Context: an optimization exercise on an open-source flow, tuned for small area, a short achievable clock period and few clock cycles per item. The choices shown serve that exercise and are no tape-out recipe.
Only simulation tests tie the RTL to the original design; equivalence was not proved.
No activity file was given, so power comes from the tool's default toggle rates.

==> design/flow/design.v <==
`timescale 1ns / 1ps
module gain_comp_rows (input [35:0] v, output [35:0] ra, output [35:0] rb);
    wire n1 = ~v[14] ^ v[1];
    wire n2 = ~v[14] & v[1];
    wire n3 = ~v[14] ^ ~v[15] ^ v[2];
    wire n4 = (~v[14] & ~v[15]) | (~v[14] & v[2]) | (~v[15] & v[2]);
    wire n5 = v[5] ^ v[6];
    wire n6 = v[5] & v[6];
    wire n7 = ~v[15] ^ ~v[16] ^ v[3];
    wire n8 = (~v[15] & ~v[16]) | (~v[15] & v[3]) | (~v[16] & v[3]);
    wire n9 = n1 ^ v[4] ^ v[5];
    wire n10 = (n1 & v[4]) | (n1 & v[5]) | (v[4] & v[5]);
    wire n11 = v[7] ^ v[8];
    wire n12 = v[7] & v[8];
    wire n13 = n2 ^ n3 ^ n5;
    wire n14 = (n2 & n3) | (n2 & n5) | (n3 & n5);
    wire n15 = v[8] ^ v[9] ^ v[11];
    wire n16 = (v[8] & v[9]) | (v[8] & v[11]) | (v[9] & v[11]);
    wire n17 = v[12] ^ v[13];
    wire n18 = v[12] & v[13];
    wire n19 = n4 ^ n6 ^ n7;
    wire n20 = (n4 & n6) | (n4 & n7) | (n6 & n7);
    wire n21 = v[6] ^ v[7] ^ v[9];
    wire n22 = (v[6] & v[7]) | (v[6] & v[9]) | (v[7] & v[9]);
    wire n23 = v[10] ^ v[12] ^ v[13];
    wire n24 = (v[10] & v[12]) | (v[10] & v[13]) | (v[12] & v[13]);
    wire n25 = n8 ^ ~v[16] ^ ~v[17];
    wire n26 = (n8 & ~v[16]) | (n8 & ~v[17]) | (~v[16] & ~v[17]);
    wire n27 = v[4] ^ v[7] ^ v[8];
    wire n28 = (v[4] & v[7]) | (v[4] & v[8]) | (v[7] & v[8]);
    wire n29 = v[10] ^ v[11] ^ v[13];
    wire n30 = (v[10] & v[11]) | (v[10] & v[13]) | (v[11] & v[13]);
    wire n31 = ~v[17] ^ ~v[18] ^ v[5];
    wire n32 = (~v[17] & ~v[18]) | (~v[17] & v[5]) | (~v[18] & v[5]);
    wire n33 = v[8] ^ v[9] ^ v[11];
    wire n34 = (v[8] & v[9]) | (v[8] & v[11]) | (v[9] & v[11]);
    wire n35 = ~v[14] ^ ~v[18] ^ ~v[19];
    wire n36 = (~v[14] & ~v[18]) | (~v[14] & ~v[19]) | (~v[18] & ~v[19]);
    wire n37 = v[6] ^ v[9] ^ v[10];
    wire n38 = (v[6] & v[9]) | (v[6] & v[10]) | (v[9] & v[10]);
    wire n39 = v[12] ^ v[13];
    wire n40 = v[12] & v[13];
    wire n41 = ~v[15] ^ ~v[19] ^ ~v[20];
    wire n42 = (~v[15] & ~v[19]) | (~v[15] & ~v[20]) | (~v[19] & ~v[20]);
    wire n43 = v[7] ^ v[10] ^ v[11];
    wire n44 = (v[7] & v[10]) | (v[7] & v[11]) | (v[10] & v[11]);
    wire n45 = ~v[16] ^ ~v[20] ^ ~v[21];
    wire n46 = (~v[16] & ~v[20]) | (~v[16] & ~v[21]) | (~v[20] & ~v[21]);
    wire n47 = ~v[14] ^ ~v[17] ^ ~v[21];
    wire n48 = (~v[14] & ~v[17]) | (~v[14] & ~v[21]) | (~v[17] & ~v[21]);
    wire n49 = ~v[22] ^ v[9];
    wire n50 = ~v[22] & v[9];
    wire n51 = ~v[15] ^ ~v[18] ^ ~v[22];
    wire n52 = (~v[15] & ~v[18]) | (~v[15] & ~v[22]) | (~v[18] & ~v[22]);
    wire n53 = v[22] ^ v[24];
    wire n54 = v[22] & v[24];
    wire n55 = n9 ^ n11 ^ v[10];
    wire n56 = (n9 & n11) | (n9 & v[10]) | (n11 & v[10]);
    wire n57 = n10 ^ n12 ^ n13;
    wire n58 = (n10 & n12) | (n10 & n13) | (n12 & n13);
    wire n59 = n15 ^ n17;
    wire n60 = n15 & n17;
    wire n61 = n14 ^ n16 ^ n18;
    wire n62 = (n14 & n16) | (n14 & n18) | (n16 & n18);
    wire n63 = n19 ^ n21 ^ n23;
    wire n64 = (n19 & n21) | (n19 & n23) | (n21 & n23);
    wire n65 = n20 ^ n22 ^ n24;
    wire n66 = (n20 & n22) | (n20 & n24) | (n22 & n24);
    wire n67 = n25 ^ n27 ^ n29;
    wire n68 = (n25 & n27) | (n25 & n29) | (n27 & n29);
    wire n69 = n26 ^ n28 ^ n30;
    wire n70 = (n26 & n28) | (n26 & n30) | (n28 & n30);
    wire n71 = n31 ^ n33 ^ v[12];
    wire n72 = (n31 & n33) | (n31 & v[12]) | (n33 & v[12]);
    wire n73 = n32 ^ n34 ^ n35;
    wire n74 = (n32 & n34) | (n32 & n35) | (n34 & n35);
    wire n75 = n37 ^ n39 ^ 1'b1;
    wire n76 = (n37 & n39) | (n37 & 1'b1) | (n39 & 1'b1);
    wire n77 = n36 ^ n38 ^ n40;
    wire n78 = (n36 & n38) | (n36 & n40) | (n38 & n40);
    wire n79 = n41 ^ n43 ^ v[13];
    wire n80 = (n41 & n43) | (n41 & v[13]) | (n43 & v[13]);
    wire n81 = n42 ^ n44 ^ n45;
    wire n82 = (n42 & n44) | (n42 & n45) | (n44 & n45);
    wire n83 = v[8] ^ v[11] ^ v[12];
    wire n84 = (v[8] & v[11]) | (v[8] & v[12]) | (v[11] & v[12]);
    wire n85 = n46 ^ n47 ^ n49;
    wire n86 = (n46 & n47) | (n46 & n49) | (n47 & n49);
    wire n87 = v[12] ^ v[13] ^ 1'b1;
    wire n88 = (v[12] & v[13]) | (v[12] & 1'b1) | (v[13] & 1'b1);
    wire n89 = n48 ^ n50 ^ n51;
    wire n90 = (n48 & n50) | (n48 & n51) | (n50 & n51);
    wire n91 = ~v[23] ^ v[10] ^ v[13];
    wire n92 = (~v[23] & v[10]) | (~v[23] & v[13]) | (v[10] & v[13]);
    wire n93 = n52 ^ ~v[16] ^ ~v[19];
    wire n94 = (n52 & ~v[16]) | (n52 & ~v[19]) | (~v[16] & ~v[19]);
    wire n95 = ~v[23] ^ ~v[24] ^ v[11];
    wire n96 = (~v[23] & ~v[24]) | (~v[23] & v[11]) | (~v[24] & v[11]);
    wire n97 = v[14] ^ ~v[17] ^ ~v[20];
    wire n98 = (v[14] & ~v[17]) | (v[14] & ~v[20]) | (~v[17] & ~v[20]);
    wire n99 = ~v[24] ^ ~v[25] ^ v[12];
    wire n100 = (~v[24] & ~v[25]) | (~v[24] & v[12]) | (~v[25] & v[12]);
    wire n101 = v[15] ^ ~v[18] ^ ~v[21];
    wire n102 = (v[15] & ~v[18]) | (v[15] & ~v[21]) | (~v[18] & ~v[21]);
    wire n103 = ~v[25] ^ ~v[26] ^ v[13];
    wire n104 = (~v[25] & ~v[26]) | (~v[25] & v[13]) | (~v[26] & v[13]);
    wire n105 = v[14] ^ v[16] ^ ~v[19];
    wire n106 = (v[14] & v[16]) | (v[14] & ~v[19]) | (v[16] & ~v[19]);
    wire n107 = ~v[22] ^ ~v[26] ^ ~v[27];
    wire n108 = (~v[22] & ~v[26]) | (~v[22] & ~v[27]) | (~v[26] & ~v[27]);
    wire n109 = v[15] ^ v[17] ^ ~v[20];
    wire n110 = (v[15] & v[17]) | (v[15] & ~v[20]) | (v[17] & ~v[20]);
    wire n111 = ~v[23] ^ ~v[27] ^ ~v[28];
    wire n112 = (~v[23] & ~v[27]) | (~v[23] & ~v[28]) | (~v[27] & ~v[28]);
    wire n113 = v[16] ^ v[18] ^ ~v[21];
    wire n114 = (v[16] & v[18]) | (v[16] & ~v[21]) | (v[18] & ~v[21]);
    wire n115 = ~v[24] ^ ~v[28] ^ ~v[29];
    wire n116 = (~v[24] & ~v[28]) | (~v[24] & ~v[29]) | (~v[28] & ~v[29]);
    wire n117 = v[17] ^ v[19] ^ ~v[22];
    wire n118 = (v[17] & v[19]) | (v[17] & ~v[22]) | (v[19] & ~v[22]);
    wire n119 = ~v[25] ^ ~v[29] ^ ~v[30];
    wire n120 = (~v[25] & ~v[29]) | (~v[25] & ~v[30]) | (~v[29] & ~v[30]);
    wire n121 = v[18] ^ v[20] ^ ~v[23];
    wire n122 = (v[18] & v[20]) | (v[18] & ~v[23]) | (v[20] & ~v[23]);
    wire n123 = ~v[26] ^ ~v[30] ^ ~v[31];
    wire n124 = (~v[26] & ~v[30]) | (~v[26] & ~v[31]) | (~v[30] & ~v[31]);
    wire n125 = v[19] ^ v[21] ^ ~v[24];
    wire n126 = (v[19] & v[21]) | (v[19] & ~v[24]) | (v[21] & ~v[24]);
    wire n127 = ~v[27] ^ ~v[31] ^ ~v[32];
    wire n128 = (~v[27] & ~v[31]) | (~v[27] & ~v[32]) | (~v[31] & ~v[32]);
    wire n129 = v[20] ^ v[22] ^ ~v[25];
    wire n130 = (v[20] & v[22]) | (v[20] & ~v[25]) | (v[22] & ~v[25]);
    wire n131 = ~v[28] ^ ~v[32] ^ ~v[33];
    wire n132 = (~v[28] & ~v[32]) | (~v[28] & ~v[33]) | (~v[32] & ~v[33]);
    wire n133 = v[21] ^ v[23] ^ ~v[26];
    wire n134 = (v[21] & v[23]) | (v[21] & ~v[26]) | (v[23] & ~v[26]);
    wire n135 = ~v[29] ^ ~v[33] ^ ~v[34];
    wire n136 = (~v[29] & ~v[33]) | (~v[29] & ~v[34]) | (~v[33] & ~v[34]);
    wire n137 = n53 ^ ~v[27] ^ ~v[30];
    wire n138 = (n53 & ~v[27]) | (n53 & ~v[30]) | (~v[27] & ~v[30]);
    wire n139 = ~v[34] ^ v[35] ^ 1'b1;
    wire n140 = (~v[34] & v[35]) | (~v[34] & 1'b1) | (v[35] & 1'b1);
    wire n141 = n54 ^ v[23] ^ v[25];
    wire n142 = (n54 & v[23]) | (n54 & v[25]) | (v[23] & v[25]);
    wire n143 = ~v[28] ^ ~v[31] ^ v[35];
    wire n144 = (~v[28] & ~v[31]) | (~v[28] & v[35]) | (~v[31] & v[35]);
    wire n145 = v[24] ^ v[26] ^ ~v[29];
    wire n146 = (v[24] & v[26]) | (v[24] & ~v[29]) | (v[26] & ~v[29]);
    wire n147 = ~v[32] ^ 1'b1;
    wire n148 = ~v[32] & 1'b1;
    wire n149 = v[25] ^ v[27] ^ ~v[30];
    wire n150 = (v[25] & v[27]) | (v[25] & ~v[30]) | (v[27] & ~v[30]);
    wire n151 = ~v[33] ^ 1'b1;
    wire n152 = ~v[33] & 1'b1;
    wire n153 = v[26] ^ v[28] ^ ~v[31];
    wire n154 = (v[26] & v[28]) | (v[26] & ~v[31]) | (v[28] & ~v[31]);
    wire n155 = ~v[34] ^ 1'b1;
    wire n156 = ~v[34] & 1'b1;
    wire n157 = v[27] ^ v[29] ^ ~v[32];
    wire n158 = (v[27] & v[29]) | (v[27] & ~v[32]) | (v[29] & ~v[32]);
    wire n159 = v[28] ^ v[30];
    wire n160 = v[28] & v[30];
    wire n161 = v[29] ^ v[31];
    wire n162 = v[29] & v[31];
    wire n163 = n55 ^ v[11];
    wire n164 = n55 & v[11];
    wire n165 = n56 ^ n57 ^ n59;
    wire n166 = (n56 & n57) | (n56 & n59) | (n57 & n59);
    wire n167 = n58 ^ n60 ^ n61;
    wire n168 = (n58 & n60) | (n58 & n61) | (n60 & n61);
    wire n169 = n62 ^ n64 ^ n65;
    wire n170 = (n62 & n64) | (n62 & n65) | (n64 & n65);
    wire n171 = n66 ^ n68 ^ n69;
    wire n172 = (n66 & n68) | (n66 & n69) | (n68 & n69);
    wire n173 = n70 ^ n72 ^ n73;
    wire n174 = (n70 & n72) | (n70 & n73) | (n72 & n73);
    wire n175 = n74 ^ n76 ^ n77;
    wire n176 = (n74 & n76) | (n74 & n77) | (n76 & n77);
    wire n177 = n78 ^ n80 ^ n81;
    wire n178 = (n78 & n80) | (n78 & n81) | (n80 & n81);
    wire n179 = n82 ^ n84 ^ n85;
    wire n180 = (n82 & n84) | (n82 & n85) | (n84 & n85);
    wire n181 = n86 ^ n88 ^ n89;
    wire n182 = (n86 & n88) | (n86 & n89) | (n88 & n89);
    wire n183 = n90 ^ n92 ^ n93;
    wire n184 = (n90 & n92) | (n90 & n93) | (n92 & n93);
    wire n185 = n94 ^ n96 ^ n97;
    wire n186 = (n94 & n96) | (n94 & n97) | (n96 & n97);
    wire n187 = n98 ^ n100 ^ n101;
    wire n188 = (n98 & n100) | (n98 & n101) | (n100 & n101);
    wire n189 = n102 ^ n104 ^ n105;
    wire n190 = (n102 & n104) | (n102 & n105) | (n104 & n105);
    wire n191 = n106 ^ n108 ^ n109;
    wire n192 = (n106 & n108) | (n106 & n109) | (n108 & n109);
    wire n193 = n110 ^ n112 ^ n113;
    wire n194 = (n110 & n112) | (n110 & n113) | (n112 & n113);
    wire n195 = n114 ^ n116 ^ n117;
    wire n196 = (n114 & n116) | (n114 & n117) | (n116 & n117);
    wire n197 = n118 ^ n120 ^ n121;
    wire n198 = (n118 & n120) | (n118 & n121) | (n120 & n121);
    wire n199 = n122 ^ n124 ^ n125;
    wire n200 = (n122 & n124) | (n122 & n125) | (n124 & n125);
    wire n201 = n126 ^ n128 ^ n129;
    wire n202 = (n126 & n128) | (n126 & n129) | (n128 & n129);
    wire n203 = n130 ^ n132 ^ n133;
    wire n204 = (n130 & n132) | (n130 & n133) | (n132 & n133);
    wire n205 = n134 ^ n136 ^ n137;
    wire n206 = (n134 & n136) | (n134 & n137) | (n136 & n137);
    wire n207 = n138 ^ n140 ^ n141;
    wire n208 = (n138 & n140) | (n138 & n141) | (n140 & n141);
    wire n209 = n142 ^ n144 ^ n145;
    wire n210 = (n142 & n144) | (n142 & n145) | (n144 & n145);
    wire n211 = n146 ^ n148 ^ n149;
    wire n212 = (n146 & n148) | (n146 & n149) | (n148 & n149);
    wire n213 = n150 ^ n152 ^ n153;
    wire n214 = (n150 & n152) | (n150 & n153) | (n152 & n153);
    wire n215 = n154 ^ n156 ^ n157;
    wire n216 = (n154 & n156) | (n154 & n157) | (n156 & n157);
    wire n217 = n158 ^ n159 ^ ~v[33];
    wire n218 = (n158 & n159) | (n158 & ~v[33]) | (n159 & ~v[33]);
    wire n219 = n160 ^ n161 ^ ~v[34];
    wire n220 = (n160 & n161) | (n160 & ~v[34]) | (n161 & ~v[34]);
    wire n221 = n162 ^ v[30] ^ v[32];
    wire n222 = (n162 & v[30]) | (n162 & v[32]) | (v[30] & v[32]);
    wire n223 = v[31] ^ v[33];
    wire n224 = v[31] & v[33];
    wire n225 = v[32] ^ v[34];
    wire n226 = v[32] & v[34];
    wire n227 = n163 ^ v[12];
    wire n228 = n163 & v[12];
    wire n229 = n164 ^ n165 ^ 1'b1;
    wire n230 = (n164 & n165) | (n164 & 1'b1) | (n165 & 1'b1);
    wire n231 = n166 ^ n167 ^ n63;
    wire n232 = (n166 & n167) | (n166 & n63) | (n167 & n63);
    wire n233 = n168 ^ n169 ^ n67;
    wire n234 = (n168 & n169) | (n168 & n67) | (n169 & n67);
    wire n235 = n170 ^ n171 ^ n71;
    wire n236 = (n170 & n171) | (n170 & n71) | (n171 & n71);
    wire n237 = n172 ^ n173 ^ n75;
    wire n238 = (n172 & n173) | (n172 & n75) | (n173 & n75);
    wire n239 = n174 ^ n175 ^ n79;
    wire n240 = (n174 & n175) | (n174 & n79) | (n175 & n79);
    wire n241 = n176 ^ n177 ^ n83;
    wire n242 = (n176 & n177) | (n176 & n83) | (n177 & n83);
    wire n243 = n178 ^ n179 ^ n87;
    wire n244 = (n178 & n179) | (n178 & n87) | (n179 & n87);
    wire n245 = n180 ^ n181 ^ n91;
    wire n246 = (n180 & n181) | (n180 & n91) | (n181 & n91);
    wire n247 = n182 ^ n183 ^ n95;
    wire n248 = (n182 & n183) | (n182 & n95) | (n183 & n95);
    wire n249 = n184 ^ n185 ^ n99;
    wire n250 = (n184 & n185) | (n184 & n99) | (n185 & n99);
    wire n251 = n186 ^ n187 ^ n103;
    wire n252 = (n186 & n187) | (n186 & n103) | (n187 & n103);
    wire n253 = n188 ^ n189 ^ n107;
    wire n254 = (n188 & n189) | (n188 & n107) | (n189 & n107);
    wire n255 = n190 ^ n191 ^ n111;
    wire n256 = (n190 & n191) | (n190 & n111) | (n191 & n111);
    wire n257 = n192 ^ n193 ^ n115;
    wire n258 = (n192 & n193) | (n192 & n115) | (n193 & n115);
    wire n259 = n194 ^ n195 ^ n119;
    wire n260 = (n194 & n195) | (n194 & n119) | (n195 & n119);
    wire n261 = n196 ^ n197 ^ n123;
    wire n262 = (n196 & n197) | (n196 & n123) | (n197 & n123);
    wire n263 = n198 ^ n199 ^ n127;
    wire n264 = (n198 & n199) | (n198 & n127) | (n199 & n127);
    wire n265 = n200 ^ n201 ^ n131;
    wire n266 = (n200 & n201) | (n200 & n131) | (n201 & n131);
    wire n267 = n202 ^ n203 ^ n135;
    wire n268 = (n202 & n203) | (n202 & n135) | (n203 & n135);
    wire n269 = n204 ^ n205 ^ n139;
    wire n270 = (n204 & n205) | (n204 & n139) | (n205 & n139);
    wire n271 = n206 ^ n207 ^ n143;
    wire n272 = (n206 & n207) | (n206 & n143) | (n207 & n143);
    wire n273 = n208 ^ n209 ^ n147;
    wire n274 = (n208 & n209) | (n208 & n147) | (n209 & n147);
    wire n275 = n210 ^ n211 ^ n151;
    wire n276 = (n210 & n211) | (n210 & n151) | (n211 & n151);
    wire n277 = n212 ^ n213 ^ n155;
    wire n278 = (n212 & n213) | (n212 & n155) | (n213 & n155);
    wire n279 = n214 ^ n215 ^ v[35];
    wire n280 = (n214 & n215) | (n214 & v[35]) | (n215 & v[35]);
    wire n281 = n216 ^ n217 ^ 1'b1;
    wire n282 = (n216 & n217) | (n216 & 1'b1) | (n217 & 1'b1);
    wire n283 = n218 ^ n219 ^ 1'b1;
    wire n284 = (n218 & n219) | (n218 & 1'b1) | (n219 & 1'b1);
    wire n285 = n220 ^ n221 ^ v[35];
    wire n286 = (n220 & n221) | (n220 & v[35]) | (n221 & v[35]);
    wire n287 = n222 ^ n223 ^ 1'b1;
    wire n288 = (n222 & n223) | (n222 & 1'b1) | (n223 & 1'b1);
    wire n289 = n224 ^ n225 ^ 1'b1;
    wire n290 = (n224 & n225) | (n224 & 1'b1) | (n225 & 1'b1);
    wire n291 = n226 ^ v[33] ^ ~v[35];
    wire n292 = (n226 & v[33]) | (n226 & ~v[35]) | (v[33] & ~v[35]);
    wire n293 = v[34] ^ 1'b1;
    wire n294 = v[34] & 1'b1;
    assign ra = {1'b1, n294, n292, n290, n288, n286, n284, n282, n280, n278, n276, n274, n272, n270, n268, n266, n264, n262, n260, n258, n256, n254, n252, n250, n248, n246, n244, n242, n240, n238, n236, n234, n232, n230, n228, n227};
    assign rb = {1'b0, ~v[35], n293, n291, n289, n287, n285, n283, n281, n279, n277, n275, n273, n271, n269, n267, n265, n263, n261, n259, n257, n255, n253, n251, n249, n247, n245, n243, n241, n239, n237, n235, n233, n231, n229, 1'b1};
endmodule
`timescale 1ns / 1ps
module norm5_unit #(
    parameter DIMENSIONS    = 5,
    parameter DATA_WIDTH    = 32,
    parameter CORDIC_WIDTH  = 38,
    parameter CORDIC_STAGES = 16,
    parameter ANGLE_WIDTH   = 16
)(
    input                              clk,
    input                              nreset,
    input                              start,
    input  [DIMENSIONS*DATA_WIDTH-1:0] w_in,
    output [DIMENSIONS*DATA_WIDTH-1:0] w_out,
    output                             done
);
    localparam W  = 36;      
    localparam OW = 22;      
    localparam CW = W - 6;   
    reg st_idle;    
    reg st_a1;      
    reg st_v;       
    reg st_va;      
    reg st_vb;      
    reg st_r1l;     
    reg st_r;       
    reg st_ra;      
    reg st_rb;      
    reg st_rc;      
    reg [1:0] p;
    reg [3:0] i;     
    reg [3:0] yl, yh, xl, xh;    
    reg wo3, wo4, wo5;
    reg s0;          
    reg ysg;         
    reg rinx, rcnx, riny, rcny;
    reg done_r;
    reg signed [W-1:0] X, Y;
    reg        f;                
    reg        qf;               
    reg        zf;               
    reg [OW-1:0] T1;             
    reg        n1;               
    reg [OW-1:0] O3, O4, O5;     
    wire [15:0] T2 = O3[15:0];
    wire [15:0] T3 = O4[15:0];
    wire [15:0] T4 = O5[15:0];
    reg [W-1:0]  RA, RB;         
    wire [31:0] w1 = w_in[31:0];
    wire [31:0] w2 = w_in[63:32];
    wire [31:0] w3 = w_in[95:64];
    wire [31:0] w4 = w_in[127:96];
    wire [31:0] w5 = w_in[159:128];
    wire [31:0] wsel = st_idle ? w2 :
                       st_a1   ? w1 :
                       (p == 2'd0) ? w3 : (p == 2'd1) ? w4 : w5;
    wire [W-1:0] ld = {wsel[29:0], 6'b0} ^ {W{wsel[31]}};
    reg [15:0] Tcur;
    always @(*) begin
        case (p)
            2'd0:    Tcur = T4;
            2'd1:    Tcur = T3;
            2'd2:    Tcur = T2;
            default: Tcur = T1[15:0];
        endcase
    end
    wire vd  = ~s0 & ysg;
    wire inx = st_v ? vd : rinx;
    wire cnx = st_v ? (s0 ? f : ysg) : rcnx;
    wire iny = st_v ? ~vd : riny;
    wire cny = st_v ? (s0 ? ~f : ~ysg) : rcny;
    reg [W-1:0] yt, xt, ysh, xsh;
    integer b, k;
    always @(*) begin
        for (b = 0; b < W; b = b + 1) begin
            yt[b] = 1'b0; xt[b] = 1'b0;
            for (k = 0; k < 4; k = k + 1) begin
                yt[b] = yt[b] | (yl[k] & Y[(b + k > W - 1) ? W - 1 : b + k]);
                xt[b] = xt[b] | (xl[k] & X[(b + k > W - 1) ? W - 1 : b + k]);
            end
        end
        for (b = 0; b < W; b = b + 1) begin
            ysh[b] = 1'b0; xsh[b] = 1'b0;
            for (k = 0; k < 4; k = k + 1) begin
                ysh[b] = ysh[b] | (yh[k] & yt[(b + 4 * k > W - 1) ? W - 1 : b + 4 * k]);
                xsh[b] = xsh[b] | (xh[k] & xt[(b + 4 * k > W - 1) ? W - 1 : b + 4 * k]);
            end
        end
    end
    wire [W:0] xs = {X, 1'b1} + {ysh ^ {W{inx}}, cnx};
    wire [W:0] ys = {Y, 1'b1} + {xsh ^ {W{iny}}, cny};
    wire [W-1:0] xa = xs[W:1];
    wire [W-1:0] ya = ys[W:1];
    wire [W-1:0] tin = X;
    wire [W-1:0] ra, rb;
    gain_comp_rows u_gc (.v(tin), .ra(ra), .rb(rb));
    always @(posedge clk) begin
        RA <= ra;
        RB <= rb;
    end
    wire [W-1:0]  cs  = RA + RB;
    wire [CW-1:0] cpa = cs[W-1:6];                 
    wire nn = (p == 2'd0) ? T3[0] : (p == 2'd1) ? T2[0] : n1;
    localparam [W-1:0] ONE = 36'h004000000;    
    localparam [W-1:0] MONE = -ONE;
    always @(posedge clk) begin
        if (st_idle | st_a1 | st_va | st_vb)
            X <= ld;
        else if (st_v | st_r)
            X <= xa;
        else if (st_ra)
            X <= Y;                          
        else if (st_r1l)
            X <= zf ? {W{1'b0}} : ONE;
        else     
            X <= {W{1'b0}};
        if (st_idle)
            Y <= {W{1'b0}};
        else if (st_a1 | st_v | st_r | st_va | st_ra)
            Y <= ya;
        else if (st_r1l)
            Y <= zf ? {W{1'b0}} : (f ? MONE : ONE);
        else     
            Y <= {cpa ^ {CW{st_rb & nn & (p != 2'd3)}}, {6{st_rb & nn & (p != 2'd3)}}};
        if (st_idle | st_a1 | st_va) f <= wsel[31];
        else if (st_rb) f <= nn;
        if (st_a1) begin qf <= w1[31] ^ w2[31]; n1 <= w1[31]; end
        else if (st_va) qf <= wsel[31];
        if (st_idle) zf <= ~|w_in;
    end
    always @(posedge clk) ysg <= ya[W-1];
    wire [15:0] Tnext = (p == 2'd0) ? T3 : (p == 2'd1) ? T2 : T1[15:0];    
    reg  nd;
    always @(*) begin
        if (st_rb)        nd = Tnext[0];           
        else if (st_r1l)  nd = T4[2];              
        else if (s0)      nd = Tcur[1];            
        else              nd = Tcur[2];            
    end
    wire n0 = st_rb;                               
    wire nf = st_rb ? nn : f;
    always @(posedge clk) begin
        if (st_idle) begin
            rinx <= 1'b0; rcnx <= 1'b0; riny <= 1'b0; rcny <= wsel[31];
        end else begin
            rinx <= nd;
            rcnx <= n0 ? (nd ^ nf) : nd;
            riny <= n0 ? 1'b0 : ~nd;
            rcny <= n0 ? nf : ~nd;
        end
    end
    wire r = (st_v & s0) ? qf : (ysg ^ qf);
    wire rsh = st_r & ~s0;
    always @(posedge clk) begin
        if (st_rb && p == 2'd3) T1 <= cpa[OW-1:0];
        else if ((st_v && p == 2'd0) || (rsh && p == 2'd3)) T1[15:0] <= {r, T1[15:1]};
        if (wo3) O3 <= cpa[OW-1:0];
        else if ((st_v && p == 2'd1) || (rsh && p == 2'd2)) O3[15:0] <= {r, O3[15:1]};
        if (wo4) O4 <= cpa[OW-1:0];
        else if ((st_v && p == 2'd2) || (rsh && p == 2'd1)) O4[15:0] <= {r, O4[15:1]};
        if (wo5) O5 <= cpa[OW-1:0];
        else if ((st_v && p == 2'd3) || st_r1l || (rsh && p == 2'd0)) O5[15:0] <= {r, O5[15:1]};
    end
    always @(posedge clk or negedge nreset) begin
        if (~nreset) begin
            st_idle <= 1'b1;
            st_a1 <= 1'b0; st_v <= 1'b0; st_va <= 1'b0; st_vb <= 1'b0; st_r1l <= 1'b0;
            st_r <= 1'b0; st_ra <= 1'b0; st_rb <= 1'b0; st_rc <= 1'b0;
            done_r <= 1'b0;
        end else begin
            st_idle <= (st_idle & ~start) | st_rc;
            st_a1   <= st_idle & start;
            st_v    <= st_a1 | st_vb | (st_v & ~(i == 4'd15) & ~(p == 2'd3 && i == 4'd14));
            st_va   <= st_v & (i == 4'd15) & (p != 2'd3);
            st_vb   <= st_va;
            st_r1l  <= st_v & (p == 2'd3) & (i == 4'd14);
            st_r    <= st_r1l | (st_rb & (p != 2'd3)) | (st_r & (i != 4'd15));
            st_ra   <= st_r & (i == 4'd15);
            st_rb   <= st_ra;
            st_rc   <= st_rb & (p == 2'd3);
            done_r  <= st_rc;
        end
    end
    always @(posedge clk) begin
        wo5 <= st_rb & (p == 2'd0);
        wo4 <= st_rb & (p == 2'd1);
        wo3 <= st_rb & (p == 2'd2);
        s0 <= st_a1 | st_vb | st_rb | (s0 & ~(st_v | st_r | st_r1l));
        if (st_a1 | st_r1l) p <= 2'd0;
        else if (st_vb | st_rb) p <= p + 2'd1;
        if (st_idle | st_a1 | st_vb | st_rb) begin      
            i <= 4'd0;
            yl <= 4'd1; yh <= 4'd1; xl <= 4'd1; xh <= 4'd1;
        end else if (st_r1l) begin
            i <= 4'd1;
            yl <= 4'd2; yh <= 4'd1; xl <= 4'd2; xh <= 4'd1;
        end else if (st_v | st_r) begin
            i <= i + 4'd1;
            yl <= {yl[2:0], yl[3]};
            xl <= {xl[2:0], xl[3]};
            if (i[1:0] == 2'd3) begin
                yh <= {yh[2:0], yh[3]};
                xh <= {xh[2:0], xh[3]};
            end
        end
    end
    assign done = done_r;
    wire [OW-1:0] r1 = Y[OW+5:6];
    wire [OW-1:0] r2 = T1;
    assign w_out = {{(32-OW){O5[OW-1]}}, O5,
                    {(32-OW){O4[OW-1]}}, O4,
                    {(32-OW){O3[OW-1]}}, O3,
                    {(32-OW){r2[OW-1]}}, r2,
                    {(32-OW){r1[OW-1]}}, r1};
endmodule
==> design/flow/flow/run.sh <==
#!/bin/bash
# The standard layout (standard.sh), with the port buffers made of the smallest
# buffer cell (sky130_fd_sc_hd__buf_1) and the timing repair aimed 5.75 ns below the period.
set -euo pipefail
sed -e 's|"\${@:-finish}"|BUFFER_PORTS_ARGS="-buffer_cell sky130_fd_sc_hd__buf_1" "${@:-finish}"|' \
    -e 's|SETUP_SLACK_MARGIN=[0-9.]*|SETUP_SLACK_MARGIN=5.75|' standard.sh > standard_mod.sh
grep -q BUFFER_PORTS_ARGS standard_mod.sh
bash standard_mod.sh > standard.log 2>&1
==> design/flow/standard.sh <==
#!/bin/bash
# synth_recipe.tcl (not shown) runs the flow's synth.tcl, then flattens the netlist and writes it again
# the make line also repeats each setting of config.mk as NAME=value (left out here)
make -C /OpenROAD-flow-scripts/flow DESIGN_CONFIG=/design/flow/config.mk WORK_HOME=/design/flow/orfs CLKGATE_MAP_FILE= SYNTH_SCRIPT=/design/flow/synth_recipe.tcl "${@:-finish}"
==> design/flow/config.mk <==
export PLATFORM = sky130hd
export DESIGN_NAME = norm5_unit
export DESIGN_NICKNAME = norm5_unit
export VERILOG_FILES = /design/flow/design.v
export SDC_FILE = /design/flow/constraint.sdc
export NUM_CORES = 8
export LEC_CHECK = 0
export CAP_MARGIN = 20
export CORE_MARGIN = 2
export CORE_UTILIZATION = 40
export CTS_BUF_LIST = sky130_fd_sc_hd__clkbuf_8
export SETUP_SLACK_MARGIN = 5
export SLEW_MARGIN = 20
==> design/flow/constraint.sdc <==
create_clock -name core_clock -period 10.0 [get_ports {clk}]
set_input_delay 2.0000 -clock core_clock [delete_from_list [all_inputs] [get_ports {clk}]]
set_output_delay 2.0000 -clock core_clock [all_outputs]
set_load 0.01 [all_outputs]
==> results of run 1 <==
==> placed cells by master (no fill, tap or decap), types with 34 or more instances in the layout <==
master    netlist  layout
a21oi_1       223     213
dfxtp_2         0      36
a221oi_1       67      37
fa_1          122     121
xnor2_1       109     108
nand4_1        34      34
clkbuf_8        0      60
o21ai_0       108     104
dfxtp_1       173     124
mux2_2         51      51
a21o_1         53      53
buf_4          73      57
nor4_1         45      45
edfxtp_1       91      91
ha_1          131     115
nor2_1        167     165
a22oi_1       168     157
xor2_1        118     116
a22o_1         39      39
mux2i_1        39      38
nand2_1       252     240
inv_1         200     213
buf_1          29     323
==> how the worst max path moves through the flow <==
stage	start	end	slack, ps	cells after the start
finish	yl[3]	X[27]	5820	17
floorplan	s0	X[31]	5960	17
global route	yl[2]	X[27]	5670	15
CTS	xl[2]	Y[33]	5750	16
global placement	xl[1]	Y[33]	5380	16
detailed placement	yl[3]	X[31]	5320	16
==> flip-flops by register name, summed over array words and instances, names as in the netlist, 2 cells and up <==
register and count:
O4 22, RA 35, yl 4, X 36, T1 22, i 4, xl 4, Y 36
p 2, yh 4, O5 22, RB 34, O3 22, xh 4
==> logic make-up (layout without fill, tap and decap cells) <==
| family | count (synthesis) | count (layout) |
|---|---|---|
| multiplexers | 91 | 91 |
| other | 0 | 3 |
| AND/OR/NAND/NOR | 635 | 635 |
| flip-flops | 275 | 275 |
| buffers and inverters | 441 | 688 |
| XOR/XNOR | 227 | 227 |
| adder cells (fa/ha/maj) | 253 | 253 |
| AO/OA/AOI/OAI | 817 | 817 |
==> per-layer routing <==
metal,vias up,track usage [%],routed length (um)
li1,10200,-,-
met1,11000,33.9,36300
met2,1138,45.6,42500
met3,300,6.29,7030
met4,0,16.2,5630
met5,-,0,0
==> through the flow <==
stage               total power [W]  std cells  hold slack (ps)
floorplan                   0.00120       2739              346
global placement            0.00125       3635              355
detailed placement          0.00125       3635              359
CTS                         0.00240       3725              372
global route                0.00245       3761              395
finish                      0.00237       3762              369
==> layout make-up <==
class | count | area share [%]
repair buffers | 397 | 7.04
well taps | 773 | 3.53
multi-input cells | 2023 | 58.8
flip-flops and latches | 275 | 24.0
clock inverters | 30 | 0.885
inverters | 201 | 2.75
diodes | 3 | 0.0274
clock buffers | 60 | 3.01
==> cells in the mapped netlist (all sizes together) (14+ instances only) <==
master / instances / area, um2
xnor2: 109 / 955
o22ai: 14 / 87.6
a22o: 39 / 342
a31oi: 26 / 184
nand3: 33 / 165
and2: 19 / 119
edfxtp: 91 / 2730
nor3: 19 / 100
buf: 108 / 693
nor2: 169 / 639
nand4: 34 / 213
a22oi: 168 / 1260
dfxtp: 173 / 3460
o21ai: 117 / 593
ha: 131 / 1640
a21o: 53 / 398
inv: 201 / 754
nor4: 45 / 282
fa: 122 / 2440
a21oi: 226 / 1150
clkbuf: 132 / 495
mux2i: 39 / 390
mux2: 51 / 574
xor2: 118 / 1030
nor2b: 16 / 103
nand2: 252 / 946
a221oi: 68 / 602
==> critical path: stages, from the launching register on <==
cell      delay [ps]
dfxtp_4          370
buf_6            140
a22oi_1          160
nand2_1          140
a22o_1           240
a221oi_2         290
xor2_1           280
ha_4             260
a21o_1           210
a31oi_4          170
o21ai_2           80
a32o_2           280
o31a_1           260
o31a_1           360
or2_4            300
xor2_2           150
a221oi_2         230
a21oi_1           70
==> power groups by stage <==
stage / registers, W / clock network, W / logic [W]
CTS: 0.00115 / 0.00117 / 0.0000820
finish: 0.00114 / 0.00115 / 0.0000824
floorplan: 0.00117 / 0 / 0.0000300
global placement: 0.00117 / 0 / 0.0000809
detailed placement: 0.00117 / 0 / 0.0000816
global route: 0.00114 / 0.00122 / 0.0000890
==> timing repair <==
action	4_1_cts	5_1_grt
pin swaps	0	42
cloned	0	5
endpoints found under the setup margin	35	20
buffers inserted	0	29
resized for setup	38	158
==> results.py, run 1 <==
metrics = {
    "run_status": {
        "outcome": "no timing/DRC/antenna violations",
    },
    "global_route": {
        "antenna_found_initial": 3,
        "track_usage_pct": 28.0,
        "grt_pass1_wl_um": 134000,
        "overflow": 0,
        "grt_start_max_net_pins": 102,
        "first_global_vias": 22200,
    },
    "sta": {
        "post-route-period-util_pct": 41.8,
        "slew_viol_final": 0,
        "finalCriticalPeriod_ps": 4180,
        "rsz0062_at_grt": "true",
        "fin_skew_ps": 48.6,
        "fin_tns_setup_ps": 0,
        "worst_pin_slew_ps": 1300,
        "layout_setup_ws_ps": 5820,
        "setup_viol": 0,
        "hold_viol_final": 0,
        "max_freq_mhz": 239,
        "relSlewSlack_pct": 12.8,
    },
    "cts": {
        "clock_latency_ps": 670,
        "clk_pin_slew_ps": 60,
        "htreeDepth": 2,
        "cts_buffers": 49,
        "cts_buffer_depth": 3,
        "cts_hold_buf": 0,
        "clockRootBuffer": "clkbuf_8",
        "cts_tree": "yes",
        "clock-sinks": 275,
    },
    "critical_path": {
        "r2r-start": "yl[3]",
        "r2r_slack_ps": 5820,
        "rr_endpoint": "X[27]",
        "arrival_ps": 4660,
        "start_kind": "flop",
        "crit_type": "reg2reg",
        "r2r_cells": 17,
        "crit_path_max_fanout": 5,
        "cp-end-kind": "flop",
        "cp.required_ps": 10480,
    },
    "cells_and_area": {
        "area_growth_pct": 14.7,
        "post-route-util_pct": 46.5,
        "drive_above_1_share_pct": 12.9,
        "fillers": 5720,
        "final_cell_area_um2": 27400,
        "nNetsFinal": 3363,
        "multi_input_area_um2": 16100,
        "seq_area_um2": 6580,
    },
    "power": {
        "peakVddDrop_v": 0.0000963,
        "combPwrFrac_pct": 3.5,
        "clkPwrFrac_pct": 48.4,
        "p_per_area_nw_per_um2": 86.6,
        "p_leak_nw": 11.3,
        "pwr-share-seq_pct": 48.2,
        "power_switching_w": 0.000572,
        "intPower_w": 0.00180,
        "p_sw_share_pct": 24.1,
    },
    "yosys": {
        "synth-simple-area-share_pct": 12.1,
        "synth.area.mux_share_pct": 4.13,
        "synth-edff-count": 91,
        "synth-seq-cells": 275,
        "async_reset_ff_share_pct": 4.00,
        "avgSynthCellArea_um2": 8.72,
        "ys_warn_count": 1,
        "synth_flop_cell": "dfxtp_1",
        "syn-instance-count": 2739,
        "synth_top_family_by_area": "compound AO/OA/AOI/OAI gates",
        "yosys.area_share.adder_pct": 17.1,
        "synth-seq-area-share_pct": 27.1,
        "synth_area_um2": 23900,
        "synth_cell_types": 86,
        "synthXorXnorAreaFrac_pct": 8.32,
        "synth-compound-area-share_pct": 23.2,
        "syn_nets": 3155,
    },
    "routing": {
        "drt-initial-drc-count": 2022,
        "vias_per_cell": 6.01,
        "dr.pass1.iters": 6,
        "wirelength_um": 91400,
        "ant_nets": 0,
        "routedWlPerCell_um": 24.3,
        "drc": 0,
        "vias": 22600,
    },
    "hold_path": {
        "min_path_cells": 0,
        "whs_endpoint": "st_vb",
        "hold_class": "reg2reg",
        "hp-start": "st_va",
    },
    "placement": {
        "dp_hpwl_um": 68200,
        "dpl_cell_area_um2": 25200,
        "gp_congestion": 1.01,
        "port_buffers": 323,
        "dp_slack_ps": 5320,
    },
    "die": {
        "start_util_pct": 40.5,
        "die_area_um2": 61700,
        "die_w_um": 248,
        "core_um2": 59000,
        "fp.dieH_um": 248,
        "std_cell_rows": 89,
        "io_pins": 324,
    },
    "flow_run": {
        "maxCapViolCount": 0,
    },
}
Testbench counts, summed over its fixed seeds: cycles 27,840, items 192.
==> run 2, diff against run 1 <==
--- a/design/flow/config.mk
+++ b/design/flow/config.mk
@@ -10,3 +10,3 @@
 export CORE_UTILIZATION = 40
-export CTS_BUF_LIST = sky130_fd_sc_hd__clkbuf_8
+export PLACE_DENSITY = 0.75
 export SETUP_SLACK_MARGIN = 5
==> run 2 against run 1 <==
Non-clock buffer count shrank 15. Final area shrank 1.3%. Setup slack lost 61 ps. Combinational power shrank 0.7%. Global-route usage shrank 2.9 points. Wire length shrank 9.8%. Still clean on timing, DRC and antenna. Count of clock-buffer cells in the layout shrank 16. Clock skew shrank 18 ps. Area after synthesis is the same. Synthesized cell count is the same. Critical path type unchanged. Register-to-register slack lost 60 ps.
==> results.py, run 2 <==
metrics = {
    "global_route": {
        "track_usage_pct": 25.1,
        "grt_pass1_wl_um": 124000,
        "first_global_vias": 21000,
        "antenna_found_initial": 3,
        "overflow": 0,
        "grt_start_max_net_pins": 72,
    },
    "critical_path": {
        "cp.required_ps": 10460,
        "rr_endpoint": "X[27]",
        "max_stage_delay_ps": 370,
        "endpoint": "X[27]",
        "arrival_ps": 4690,
        "crit_path_max_fanout": 19,
        "startpoint": "yl[0]",
        "r2r_slack_ps": 5760,
        "slowest_stage": "dfxtp_4",
        "crit_type": "reg2reg",
        "start_kind": "flop",
        "path_cells": "buf_12 -> a22oi_2 -> nand2_1 -> a22o_1 -> a221oi_2 -> xor2_1 -> ha_4 -> and4_4 -> a31oi_1 -> o21ai_1 -> a32o_2 -> o31a_1 -> o31a_1 -> or2_4 -> xor2_1 -> a221oi_2 -> a21oi_1",
        "r2r-start": "yl[0]",
        "r2r_cells": 17,
        "cp-end-kind": "flop",
    },
    "routing": {
        "drc": 0,
        "vias": 22300,
        "dr.pass1.iters": 7,
        "vias_per_cell": 6.01,
        "wirelength_um": 82400,
        "ant_nets": 0,
        "drt-initial-drc-count": 2826,
        "routedWlPerCell_um": 22.2,
    },
    "cells_and_area": {
        "drive_above_1_share_pct": 11.5,
        "area_growth_pct": 13.3,
        "fillers": 5692,
        "largestRegisters": "X x36, Y x36, RA x35",
        "post-route-util_pct": 45.9,
        "final_cell_mix": "buf_1, nand2_1, a21oi_1",
        "final_common_cell": "buf_1",
        "seq_area_um2": 6560,
        "nNetsFinal": 3330,
        "multi_input_area_um2": 16100,
        "layout.cells.non_filler": 3716,
    },
    "sta": {
        "hold_viol_final": 0,
        "setup_viol": 0,
        "worst_pin_slew_ps": 1270,
        "fin_tns_setup_ps": 0,
        "post-route-period-util_pct": 42.4,
        "slew_viol_final": 0,
        "whs_ps": 374,
        "max_freq_mhz": 236,
        "relSlewSlack_pct": 14.9,
        "finalCriticalPeriod_ps": 4240,
        "rsz0062_at_grt": "true",
        "fin_skew_ps": 31.1,
    },
    "yosys": {
        "synth_top_area_share_pct": 14.5,
        "post-synth-top-area-cell": "dfxtp_1",
        "async_reset_ff_share_pct": 4.00,
        "synth_area_leaders": "dfxtp_1, edfxtp_1, fa_1, ha_1, a22oi_1",
        "avgSynthCellArea_um2": 8.72,
        "synth_cell_types": 86,
        "syn_nets": 3155,
        "synth-seq-area-share_pct": 27.1,
        "synth-edff-count": 91,
        "ys_warn_count": 1,
        "synth_area_um2": 23900,
        "yosysMostFrequentCell": "nand2_1",
        "synth-seq-cells": 275,
        "synth_flop_cell": "dfxtp_1",
        "netlist_top_cells_count": "nand2_1, a21oi_1, inv_1",
        "syn-instance-count": 2739,
    },
    "cts": {
        "cts_buffers": 31,
        "clockRootBuffer": "clkbuf_16",
        "cts_tree": "yes",
        "cts_hold_buf": 0,
        "clk_pin_slew_ps": 70,
        "htreeDepth": 1,
        "cts_buffer_depth": 3,
        "clock_latency_ps": 610,
        "clock-sinks": 275,
    },
    "power": {
        "peakVddDrop_v": 0.0000906,
        "p_per_area_nw_per_um2": 86.3,
        "p_leak_nw": 11.1,
        "power.total_w": 0.00234,
    },
    "placement": {
        "place_inst": 3622,
        "dp_hpwl_um": 60800,
        "port_buffers": 323,
        "gp_congestion": 0.954,
    },
    "die": {
        "core_um2": 59000,
        "io_pins": 324,
        "die_w_um": 248,
        "std_cell_rows": 89,
        "start_util_pct": 40.5,
        "die_area_um2": 61700,
        "fp.dieH_um": 248,
    },
    "flow_run": {
        "maxCapViolCount": 0,
    },
    "hold_path": {
        "hp-start": "st_va",
        "hold_class": "reg2reg",
    },
    "run_status": {
        "outcome": "no timing/DRC/antenna violations",
    },
}
-- run 2: layout make-up --
class	instances	area share [%]
Sequential cell	275	24.2
Clock buffer	44	3.27
Multi-Input combinational cell	2023	59.3
Clock inverter	14	0.347
Timing Repair Buffer	382	6.42
Inverter	201	2.80
Antenna cell	4	0.0370
Tap cell	773	3.57
-- run 2: worst max-delay path, delay by kind of cell (launching register included) --
kind | cells | cell delay, ps
AOI/OAI and AO/OA | 10 | 2170
xor gates and xnor gates | 2 | 470
adders and majority gates | 1 | 280
buffers and inverters | 1 | 160
DFF | 1 | 370
and+or+nand+nor | 3 | 620
-- run 2: per-layer routing --
metal / wire [um] / global-route usage (%) / up-vias / part of all wire (%)
met1: 32800 / 33.6 / 10700 / 40
met2: 37700 / 40.2 / 1287 / 46
met4: 3500 / 9.77 / 0 / 4.2
li1: - / - / 10200 / -
met3: 8440 / 4.54 / 203 / 10
met5: 0 / 0 / - / 0
-- run 2: power breakdown --
| part | total [W] | switching (W) | internal (W) |
|---|---|---|---|
| Combinational | 0.0000818 | 0.0000518 | 0.0000300 |
| Clock | 0.00111 | 0.000490 | 0.000618 |
| Sequential | 0.00114 | 0 | 0.00114 |
-- run 2: repair_timing --
action                                  4_1_cts  5_1_grt
pin swaps                                     2       35
buffers inserted                              3       28
cloned                                        0        1
resized for setup                            26      147
endpoints found under the setup margin       21       20
endpoints found under the hold margin         0        0
-- run 2: worst min-delay path by stage --
stage,to,slack [ps],cells after the start
2_1_floorplan,st_vb,350,0
3_3_place_gp,st_vb,350,0
3_5_place_dp,st_vb,360,0
4_1_cts,st_vb,370,0
5_1_grt,st_vb,380,0
6_report,st_vb,370,0
-- run 2: per-stage QoR --
step,setup WS (ps),instance area (um2)
final,5760,27100
after global routing,5570,27100
after CTS,5750,26200
after detailed placement,5420,25100
after global placement,5360,25100
after floorplan,5960,23900
-- run 2: kinds of logic (layout without fill, tap and decap cells) --
group           Yosys count  after routing  synth area share, %
simple gates            635            635                 12.1
other cells               0              4                    0
mux                      91             91                 4.13
fa+ha+maj               253            253                 17.1
compound gates          817            817                 23.2
xor+xnor                227            227                 8.32
flops                   275            275                 27.1
buf+inv                 441            641                 8.13
==> run 3, diff against run 2 <==
--- a/design/flow/config.mk
+++ b/design/flow/config.mk
@@ -10,3 +10,3 @@
 export CORE_UTILIZATION = 40
-export PLACE_DENSITY = 0.75
+export PLACE_DENSITY = 0.9
 export SETUP_SLACK_MARGIN = 5
==> run 3 against run 2 <==
Still clean. First-iteration DRC count grew 26%. Sequential share of layout area grew 0.25 points. Area after synthesis is the same. Synthesized cell count is the same. Final area shrank 0.96%. Global-route usage grew 0.88 points. Cell count shrank 0.59%. Power grew 1.8%. Combinational power shrank 0.6%. Maximum frequency shrank 1.3%. Non-clock buffer count shrank 15. Largest power group is now the clock network.
==> results.py, run 3 <==
metrics = {
    "run_status": {
        "outcome": "no timing/DRC/antenna violations",
    },
    "die": {
        "fp.dieH_um": 248,
        "die_w_um": 248,
        "die_area_um2": 61700,
        "start_util_pct": 40.5,
        "core_um2": 59000,
        "std_cell_rows": 89,
        "io_pins": 324,
    },
    "routing": {
        "routedWlPerCell_um": 23.4,
        "drt-initial-drc-count": 3573,
        "wirelength_um": 86400,
        "vias_per_cell": 6.34,
        "drc": 0,
        "dr.pass1.iters": 10,
        "vias": 23400,
        "ant_nets": 0,
    },
    "sta": {
        "fin_skew_ps": 32.0,
        "max_freq_mhz": 233,
        "slew_viol_final": 0,
        "hold_viol_final": 0,
        "finalCriticalPeriod_ps": 4290,
        "worst_pin_slew_ps": 1210,
        "fin_tns_setup_ps": 0,
        "rsz0062_at_grt": "true",
        "layout_setup_ws_ps": 5710,
        "post-route-period-util_pct": 42.9,
        "setup_viol": 0,
        "relSlewSlack_pct": 18.6,
    },
    "global_route": {
        "antenna_found_initial": 2,
        "track_usage_pct": 26.0,
        "first_global_vias": 22100,
        "overflow": 0,
        "grt_pass1_wl_um": 129000,
        "grt_start_max_net_pins": 72,
    },
    "placement": {
        "gp_congestion": 0.990,
        "dp_hpwl_um": 61600,
        "dp_slack_ps": 5520,
        "port_buffers": 323,
    },
    "yosys": {
        "netlist_top_cells_count": "nand2_1, a21oi_1, inv_1",
        "yosys.area_share.adder_pct": 17.1,
        "synth-seq-cells": 275,
        "synth-seq-area-share_pct": 27.1,
        "yosysMostFrequentCell": "nand2_1",
        "post-synth-top-area-cell": "dfxtp_1",
        "synth-edff-count": 91,
        "synth_top_area_share_pct": 14.5,
        "syn_nets": 3155,
        "ys_warn_count": 1,
        "synth_area_leaders": "dfxtp_1, edfxtp_1, fa_1, ha_1, a22oi_1",
        "synthXorXnorAreaFrac_pct": 8.32,
        "synth_cell_types": 86,
        "async_reset_ff_share_pct": 4.00,
        "avgSynthCellArea_um2": 8.72,
        "synth-simple-area-share_pct": 12.1,
        "syn-instance-count": 2739,
        "synth_area_um2": 23900,
        "synth_top_family_by_area": "compound AO/OA/AOI/OAI gates",
        "synth_flop_cell": "dfxtp_1",
        "synth-compound-area-share_pct": 23.2,
        "synth.area.mux_share_pct": 4.13,
    },
    "critical_path": {
        "crit_type": "reg2reg",
        "cp.required_ps": 10480,
        "arrival_ps": 4770,
        "cp-end-kind": "flop",
        "start_kind": "flop",
        "crit_path_max_fanout": 36,
    },
    "cts": {
        "clk_pin_slew_ps": 60,
        "htreeDepth": 1,
        "clockRootBuffer": "clkbuf_16",
        "cts_buffers": 29,
        "cts_buffer_depth": 3,
        "cts_tree": "yes",
        "clock_latency_ps": 610,
        "cts_hold_buf": 0,
        "clock-sinks": 275,
    },
    "cells_and_area": {
        "final_cell_mix": "buf_1, nand2_1, a21oi_1",
        "drive_above_1_share_pct": 10.0,
        "final_common_cell": "buf_1",
        "largestRegisters": "X x36, Y x36, RA x35",
        "area_growth_pct": 12.2,
        "nNetsFinal": 3313,
        "seq_area_um2": 6560,
        "multi_input_area_um2": 15900,
        "post-route-util_pct": 45.4,
        "fillers": 5405,
    },
    "flow_run": {
        "maxCapViolCount": 0,
    },
    "hold_path": {
        "hold_class": "reg2reg",
    },
    "power": {
        "p_leak_nw": 10.9,
        "peakVddDrop_v": 0.0000999,
        "p_per_area_nw_per_um2": 88.7,
    },
}
[run 3: cell count changes in the layout (fill, tap and decap cells not counted), moves of 7 or more]
cell | previous run | this run
buf_4 | 47 | 32
a221oi_2 | 27 | 20
nand2_2 | 13 | 5
a221oi_1 | 38 | 48
nand2_1 | 239 | 247
[run 3: path summary, 6_finish.rpt]
path	endpoint	cells past startpoint	slack, ps	from
worst max-delay path	X[28]	14	5710	st_v
worst min register to register	st_vb	0	370	st_va
max in group asynchronous	st_v	1	8080	nreset
min in group asynchronous	st_rb	1	1420	nreset
worst min-delay path	st_vb	0	370	st_va
worst max register to register	X[28]	14	5710	st_v
[run 3: metal layers]
| metal | track usage [%] | routed length (um) | part of all wire (%) |
|---|---|---|---|
| met1 | 32.9 | 32000 | 37 |
| met2 | 41.5 | 39000 | 45 |
| met3 | 5.55 | 10000 | 12 |
| met4 | 13.7 | 5350 | 6.2 |
| met5 | 0 | 13 | 0.015 |
[run 3: worst max-delay path: stages, from the launching register on]
cell      delay [ps]
dfrtp_4          560
mux2i_4          300
buf_12           260
xnor2_1          160
ha_1             380
o21ai_0          360
nand2b_1         220
a31oi_2          160
o211a_1          280
o21ai_2          300
a21oi_4          140
o21ai_2          320
a31oi_1          190
xor2_1           180
a221oi_1         310
[run 3: where the power goes]
group | leakage, nW | switching [W] | internal (W)
clock | 0.461 | 0.000498 | 0.000654
sequential | 2.37 | 0 | 0.00114
combinational | 8.10 | 0.0000513 | 0.0000299
[run 3: cells by family after synthesis]
kind of cell	Yosys count
multiplexers	91
XOR/XNOR	227
AND/OR/NAND/NOR	635
AO/OA/AOI/OAI	817
flip-flops	275
adder cells (fa/ha/maj)	253
buffers and inverters	441
[run 3: layout make-up]
type	count	area share, %
tap	773	3.61
multi-input combinational	2023	59.2
clock inverter	20	0.859
clock buffer	34	2.85
sequential	275	24.5
inverter	201	2.81
antenna	1	0.00933
timing repair buffer	367	6.19
[run 3: what timing repair did]
action | in CTS | in global routing
hold endpoints to repair | 0 | 0
buffers inserted | 0 | 17
setup endpoints to repair | 15 | 19
resized for setup | 28 | 118
cloned | 0 | 2
pin swaps | 1 | 27
[run 3: per-stage QoR]
stage	instances	hold WS (ps)	power (W)	area, um2
floorplan	2739	346	0.00120	23900
global placement	3620	348	0.00125	25100
detailed placement	3620	351	0.00125	25100
CTS	3674	365	0.00237	26200
global route	3693	367	0.00242	26800
finish	3694	368	0.00238	26800
==> run 4, diff against run 3 <==
--- a/design/flow/config.mk
+++ b/design/flow/config.mk
@@ -10,3 +10,2 @@
 export CORE_UTILIZATION = 40
-export PLACE_DENSITY = 0.9
 export SETUP_SLACK_MARGIN = 5
==> run 4 against run 3 <==
Still clean. Non-clock buffer count is 20 higher. Via count is 4.9% lower. First-iteration DRC count is 40% lower. Critical endpoint is now X[27]. Highest routed layer is now met4.
==> results.py, run 4 <==
metrics = {
    "hold_path": {
        "min_path_cells": 0,
        "hold_class": "reg2reg",
    },
    "yosys": {
        "syn-instance-count": 2739,
        "yosysMostFrequentCell": "nand2_1",
        "synth_flop_cell": "dfxtp_1",
        "synth_area_um2": 23900,
        "async_reset_ff_share_pct": 4.00,
        "synth_top_area_share_pct": 14.5,
        "synth-seq-area-share_pct": 27.1,
        "post-synth-top-area-cell": "dfxtp_1",
        "synth-seq-cells": 275,
        "avgSynthCellArea_um2": 8.72,
        "netlist_top_cells_count": "nand2_1, a21oi_1, inv_1",
        "syn_nets": 3155,
        "synth_cell_types": 86,
        "synth_area_leaders": "dfxtp_1, edfxtp_1, fa_1, ha_1, a22oi_1",
        "synth-edff-count": 91,
        "ys_warn_count": 1,
    },
    "routing": {
        "wirelength_um": 90600,
        "drc": 0,
        "routedWlPerCell_um": 24.4,
        "dr.pass1.iters": 9,
        "vias_per_cell": 5.99,
        "drt-initial-drc-count": 2141,
        "vias": 22300,
        "ant_nets": 0,
    },
    "die": {
        "core_um2": 59000,
        "die_w_um": 248,
        "die_area_um2": 61700,
        "fp.dieH_um": 248,
        "start_util_pct": 40.5,
        "std_cell_rows": 89,
        "io_pins": 324,
    },
    "cells_and_area": {
        "final_cell_area_um2": 27300,
        "layout.cells.non_filler": 3718,
        "fillers": 5710,
        "area_growth_pct": 14.2,
        "largestRegisters": "X x36, Y x36, RA x35",
        "drive_above_1_share_pct": 12.0,
        "nNetsFinal": 3335,
        "final_common_cell": "buf_1",
        "final_cell_mix": "buf_1, nand2_1, a21oi_1",
        "post-route-util_pct": 46.2,
    },
    "cts": {
        "clk_pin_slew_ps": 60,
        "htreeDepth": 1,
        "clock-sinks": 275,
        "cts_tree": "yes",
        "cts_buffer_depth": 3,
        "cts_hold_buf": 0,
        "clockRootBuffer": "clkbuf_16",
        "cts_buffers": 31,
        "clock_latency_ps": 610,
    },
    "power": {
        "p_per_area_nw_per_um2": 90.8,
        "clkPwrFrac_pct": 50.5,
        "p_sw_share_pct": 22.6,
        "peakVddDrop_v": 0.000144,
        "p_leak_nw": 11.1,
        "combPwrFrac_pct": 3.3,
        "power_switching_w": 0.000560,
        "intPower_w": 0.00192,
        "pwr-share-seq_pct": 46.2,
    },
    "placement": {
        "port_buffers": 323,
        "gp_congestion": 1.01,
        "dpl_cell_area_um2": 25200,
        "place_inst": 3635,
        "dp_hpwl_um": 68200,
    },
    "sta": {
        "relSlewSlack_pct": 21.9,
        "max_freq_mhz": 238,
        "post-route-period-util_pct": 41.9,
        "worst_pin_slew_ps": 1160,
        "rsz0062_at_grt": "true",
        "setup_viol": 0,
        "fin_tns_setup_ps": 0,
        "hold_viol_final": 0,
        "whs_ps": 370,
        "finalCriticalPeriod_ps": 4190,
        "slew_viol_final": 0,
        "fin_skew_ps": 28.0,
    },
    "critical_path": {
        "arrival_ps": 4640,
        "crit_type": "reg2reg",
        "start_kind": "flop",
        "cp.required_ps": 10440,
        "r2r_cells": 17,
        "cp-end-kind": "flop",
        "crit_path_max_fanout": 20,
    },
    "global_route": {
        "grt_pass1_wl_um": 134000,
        "track_usage_pct": 27.8,
        "grt_start_max_net_pins": 102,
        "first_global_vias": 22100,
        "overflow": 0,
        "antenna_found_initial": 3,
    },
    "run_status": {
        "outcome": "no timing/DRC/antenna violations",
    },
    "flow_run": {
        "maxCapViolCount": 0,
    },
}
## run 4: cell types whose count changed in the layout (fill, tap and decap cells not counted), moves of 9 or more
cell	delta
dfxtp_2	-9
buf_4	+21
a221oi_1	-12
a221oi_2	+9
## run 4: what timing repair did
| item | in CTS | in global routing |
|---|---|---|
| setup endpoints to repair | 35 | 29 |
| cloned | 0 | 1 |
| pin swaps | 0 | 39 |
| buffers inserted | 0 | 23 |
| gates resized for setup | 37 | 152 |
| endpoints found under the hold margin | 0 | 0 |
## run 4: worst paths after layout
check	slack (ps)	start	endpoint
setup / recovery	5810	yl[2]	X[27]
hold / removal	370	st_va	st_vb
setup reg to reg	5810	yl[2]	X[27]
hold reg to reg	370	st_va	st_vb
max in group asynchronous	8160	nreset	st_v
min in group asynchronous	1390	nreset	st_rc
## run 4: critical path: stages (launching register included)
cell and delay (ps):
dfxtp_4 430, buf_6 200, a22oi_1 190, nand2_2 140, a22o_1 270, a221oi_2 300
xor2_1 210, ha_2 330, nand2_1 110, nor2_2 70, a21oi_2 210, a211oi_2 110
o31a_1 320, o31a_1 360, or2_4 290, xor2_1 160, a221oi_2 250, a21oi_1 70
## run 4: cell type report
class / count / area [um2] / share of cell area, %
Inverter: 201 / 754 / 2.77
Antenna cell: 1 / 2.50 / 0.00917
Timing Repair Buffer: 387 / 1780 / 6.53
Clock inverter: 22 / 295 / 1.08
Multi-Input combinational cell: 2023 / 16100 / 59.0
Tap cell: 773 / 967 / 3.54
Sequential cell: 275 / 6560 / 24.1
Clock buffer: 36 / 815 / 2.99
## run 4: cells by family after synthesis
logic type	Yosys count	synth area share, %
AO/OA/AOI/OAI	817	23.2
flip-flops	275	27.1
adder cells (fa/ha/maj)	253	17.1
multiplexers	91	4.13
buffers and inverters	441	8.13
XOR/XNOR	227	8.32
AND/OR/NAND/NOR	635	12.1
## run 4: power by group through the flow
stage               combinational [W]  sequential (W)  clock (W)
floorplan                   0.0000300         0.00117          0
global placement            0.0000809         0.00117          0
detailed placement          0.0000816         0.00117          0
CTS                         0.0000819         0.00115    0.00127
global route                0.0000892         0.00114    0.00131
finish                      0.0000824         0.00114    0.00125
## run 4: through the flow
stage,total power (W),worst slack (ps)
finish,0.00248,5810
global route,0.00254,5690
CTS,0.00249,5740
detailed placement,0.00125,5320
global placement,0.00125,5380
floorplan,0.00120,5960
## run 4: layer usage
layer,track usage [%],vias up,wire (um)
met3,5.60,236,7030
met4,14.7,0,5070
met5,0,-,0
met2,46.2,1070,42800
met1,33.9,10800,35800
li1,-,10200,-
==> run 5, diff against run 4 <==
==> design/flow/run.sh (new file) <==
#!/bin/bash
# synth_recipe.tcl (not shown) runs the flow's synth.tcl, then flattens the netlist and writes it again
# the make line also repeats each setting of config.mk as NAME=value (left out here)
make -C /OpenROAD-flow-scripts/flow DESIGN_CONFIG=/design/flow/config.mk WORK_HOME=/design/flow/orfs CLKGATE_MAP_FILE= SYNTH_SCRIPT=/design/flow/synth_recipe.tcl finish
removed: design/flow/flow/run.sh
removed: design/flow/standard.sh
==> run 5 against run 4 <==
Still clean. Critical endpoint is now Y[35]. Count of clock-buffer cells in the layout grew 12. Largest cell class unchanged. Cell count shrank 0.11%. Highest routed layer is now met5. Flip-flop and latch count unchanged. Die area unchanged. Sequential share of layout area down 1.3 points. Critical path depth did not move. Wire length is 0.56% higher. Register-to-register slack got worse by 400 ps.
==> results.py, run 5 <==
metrics = {
    "sta": {
        "rsz0062_at_grt": "false",
        "whs_ps": 395,
        "hold_viol_final": 0,
        "setup_viol": 0,
        "finalCriticalPeriod_ps": 4600,
        "max_freq_mhz": 218,
        "relSlewSlack_pct": 22.9,
        "slew_viol_final": 0,
        "post-route-period-util_pct": 46.0,
        "layout_setup_ws_ps": 5400,
        "fin_skew_ps": 29.3,
        "fin_tns_setup_ps": 0,
        "worst_pin_slew_ps": 1150,
    },
    "yosys": {
        "synth-seq-area-share_pct": 27.1,
        "async_reset_ff_share_pct": 4.00,
        "post-synth-top-area-cell": "dfxtp_1",
        "avgSynthCellArea_um2": 8.72,
        "netlist_top_cells_count": "nand2_1, a21oi_1, inv_1",
        "syn_nets": 3155,
        "synth_area_leaders": "dfxtp_1, edfxtp_1, fa_1, ha_1, a22oi_1",
        "synth-seq-cells": 275,
        "synth_cell_types": 86,
        "syn-instance-count": 2739,
        "synth-edff-count": 91,
        "synth_top_area_share_pct": 14.5,
        "synth_flop_cell": "dfxtp_1",
        "ys_warn_count": 1,
        "yosysMostFrequentCell": "nand2_1",
        "synth_area_um2": 23900,
    },
    "die": {
        "std_cell_rows": 89,
        "die_area_um2": 61700,
        "die_w_um": 248,
        "core_um2": 59000,
        "start_util_pct": 40.5,
        "io_pins": 324,
        "fp.dieH_um": 248,
    },
    "critical_path": {
        "rr_endpoint": "Y[35]",
        "r2r-start": "xl[0]",
        "cp.required_ps": 10490,
        "crit_type": "reg2reg",
        "path_cells": "buf_4 -> a22oi_1 -> nand2_1 -> a22o_1 -> a221oi_1 -> xor2_1 -> ha_1 -> a21oi_1 -> o21ai_0 -> a221oi_1 -> o41a_1 -> o21ai_1 -> a211o_1 -> a21oi_1 -> xor2_1 -> a21oi_1 -> o2bb2ai_1",
        "r2r_slack_ps": 5400,
        "crit_family": "compound AO/OA/AOI/OAI gates",
        "worstPathBufferInverterCount": 1,
        "r2r_cells": 17,
        "cp-end-kind": "flop",
        "crit_path_max_fanout": 23,
        "max_stage_delay_ps": 490,
        "slowest_stage": "dfxtp_1",
        "start_kind": "flop",
        "crit_top_cell": "a21oi_1",
        "arrival_ps": 5090,
    },
    "cells_and_area": {
        "final_cell_mix": "clkdlybuf4s50_1, nand2_1, a21oi_1",
        "largestRegisters": "X x36, Y x36, RA x35",
        "area_growth_pct": 19.3,
        "final_common_cell": "clkdlybuf4s50_1",
        "multi_input_area_um2": 15500,
        "nNetsFinal": 3324,
        "drive_above_1_share_pct": 6.71,
        "seq_area_um2": 6480,
        "fillers": 5644,
    },
    "placement": {
        "dp_slack_ps": 5400,
        "port_buffers": 323,
        "dp_hpwl_um": 70400,
        "gp_congestion": 0.926,
    },
    "run_status": {
        "outcome": "no timing/DRC/antenna violations",
    },
    "cts": {
        "cts_buffer_depth": 3,
        "clock-sinks": 275,
        "cts_buffers": 34,
        "clockRootBuffer": "clkbuf_16",
        "cts_hold_buf": 0,
        "htreeDepth": 2,
        "clk_pin_slew_ps": 60,
        "post_cts_resized": 0,
        "postCtsSetupRepairBufs": 0,
        "clock_latency_ps": 580,
        "cts_tree": "yes",
    },
    "global_route": {
        "grt_pass1_wl_um": 136000,
        "track_usage_pct": 28.6,
        "grt_start_max_net_pins": 72,
        "antenna_found_initial": 17,
        "overflow": 0,
        "first_global_vias": 22000,
    },
    "routing": {
        "vias_per_cell": 5.93,
        "routedWlPerCell_um": 24.5,
        "dr.pass1.iters": 6,
        "drt-initial-drc-count": 1892,
        "drc": 0,
        "vias": 22000,
        "wirelength_um": 91100,
        "ant_nets": 0,
    },
    "flow_run": {
        "maxCapViolCount": 0,
    },
    "hold_path": {
        "hp-start": "st_va",
        "min_path_cells": 0,
        "whs_endpoint": "st_vb",
        "hold_class": "reg2reg",
    },
    "power": {
        "p_per_area_nw_per_um2": 88.4,
        "p_leak_nw": 11.8,
        "peakVddDrop_v": 0.000123,
    },
}
## run 5: cell families (layout without fill, tap and decap cells)
group	Yosys count	count (layout)	share of synthesized area, %
XOR/XNOR	227	227	8.32
multiplexers	91	91	4.13
AO/OA/AOI/OAI	817	817	23.2
AND/OR/NAND/NOR	635	635	12.1
adder cells (fa/ha/maj)	253	253	17.1
flip-flops	275	275	27.1
other	0	7	0
buffers and inverters	441	636	8.13
## run 5: power breakdown
part | internal [W] | leakage, nW | total [W] | switching, W
logic | 0.0000717 | 8.92 | 0.000121 | 0.0000489
registers | 0.00115 | 2.35 | 0.00115 | 0
clock network | 0.000718 | 0.553 | 0.00125 | 0.000536
total | 0.00194 | 11.8 | 0.00252 | 0.000585
## run 5: worst max path at each step
stage / from / slack (ps) / cells past startpoint / end
after floorplan: s0 / 5960 / 17 / X[31]
after global placement: xl[3] / 5460 / 16 / Y[33]
final: xl[0] / 5400 / 17 / Y[35]
after global routing: s0 / 5080 / 16 / Y[35]
after detailed placement: xl[3] / 5400 / 16 / Y[33]
after CTS: xl[3] / 5360 / 16 / Y[35]
## run 5: routing by layer
layer  routed length (um)  GRT usage [%]  share of wire [%]  vias to the layer above
met3                 6850           6.50                7.5                      217
li1                     -              -                  -                    10100
met1                36600           34.7                 40                    10700
met5                   71              0              0.078                        -
met4                 4950           14.5                5.4                       12
met2                42600           47.3                 47                     1002
## run 5: stage by stage
step / std cells / cell area, um2 / power, W / util, %
6_report: 3714 / 28500 / 0.00252 / 48.3
5_1_grt: 3713 / 28500 / 0.00259 / 48.3
4_1_cts: 3707 / 28500 / 0.00254 / 48.3
3_5_place_dp: 3645 / 27300 / 0.00129 / 46.3
3_3_place_gp: 3645 / 27300 / 0.00129 / 46.3
2_1_floorplan: 2739 / 23900 / 0.00120 / -
## run 5: area by class of cell
cell class                      count  share of cell area [%]
Antenna cell                        7                  0.0614
Clock buffer                       48                    3.53
Clock inverter                     14                   0.513
Inverter                          201                    2.65
Multi-Input combinational cell   2023                    54.5
Sequential cell                   275                    22.7
Tap cell                          773                    3.39
Timing Repair Buffer              373                    12.7

[port drivers added, routing unchanged]
In the flow no input, the clock included, has a driving cell. The finished layouts below were timed again as built, in two steps. Step 1 assumes that a clkbuf_16 drives the clock port and a buf_2 every other input. Step 2, shift: input delay + t, output delay - t, t = (earliest + latest rising clock arrival at the registers) / 2. This alone moves slack from input paths to output paths. Slacks: ideal ports / drivers / drivers and shift; pairs: ideal ports / drivers.
| run | t, ns | slack for setup (ns) | clock arrival spread, ns | worst data-port slew with drivers (ns) | cell pins on the clock port's net |
|---|---|---|---|---|---|
| run 1 | 0.703 | 5.823 / 5.823 / 5.823 | 0.049 / 0.048 | 0.09 | 1 |
| run 2 | 0.659 | 5.762 / 5.762 / 5.762 | 0.031 / 0.032 | 0.11 | 1 |
| run 3 | 0.651 | 5.707 / 5.707 / 5.707 | 0.034 / 0.034 | 0.09 | 1 |
| run 4 | 0.663 | 5.807 / 5.807 / 5.807 | 0.029 / 0.029 | 0.09 | 1 |
| run 5 | 0.623 | 5.404 / 5.404 / 5.404 | 0.029 / 0.029 | 0.11 | 1 |
After both steps setup and hold are still met in every run listed.
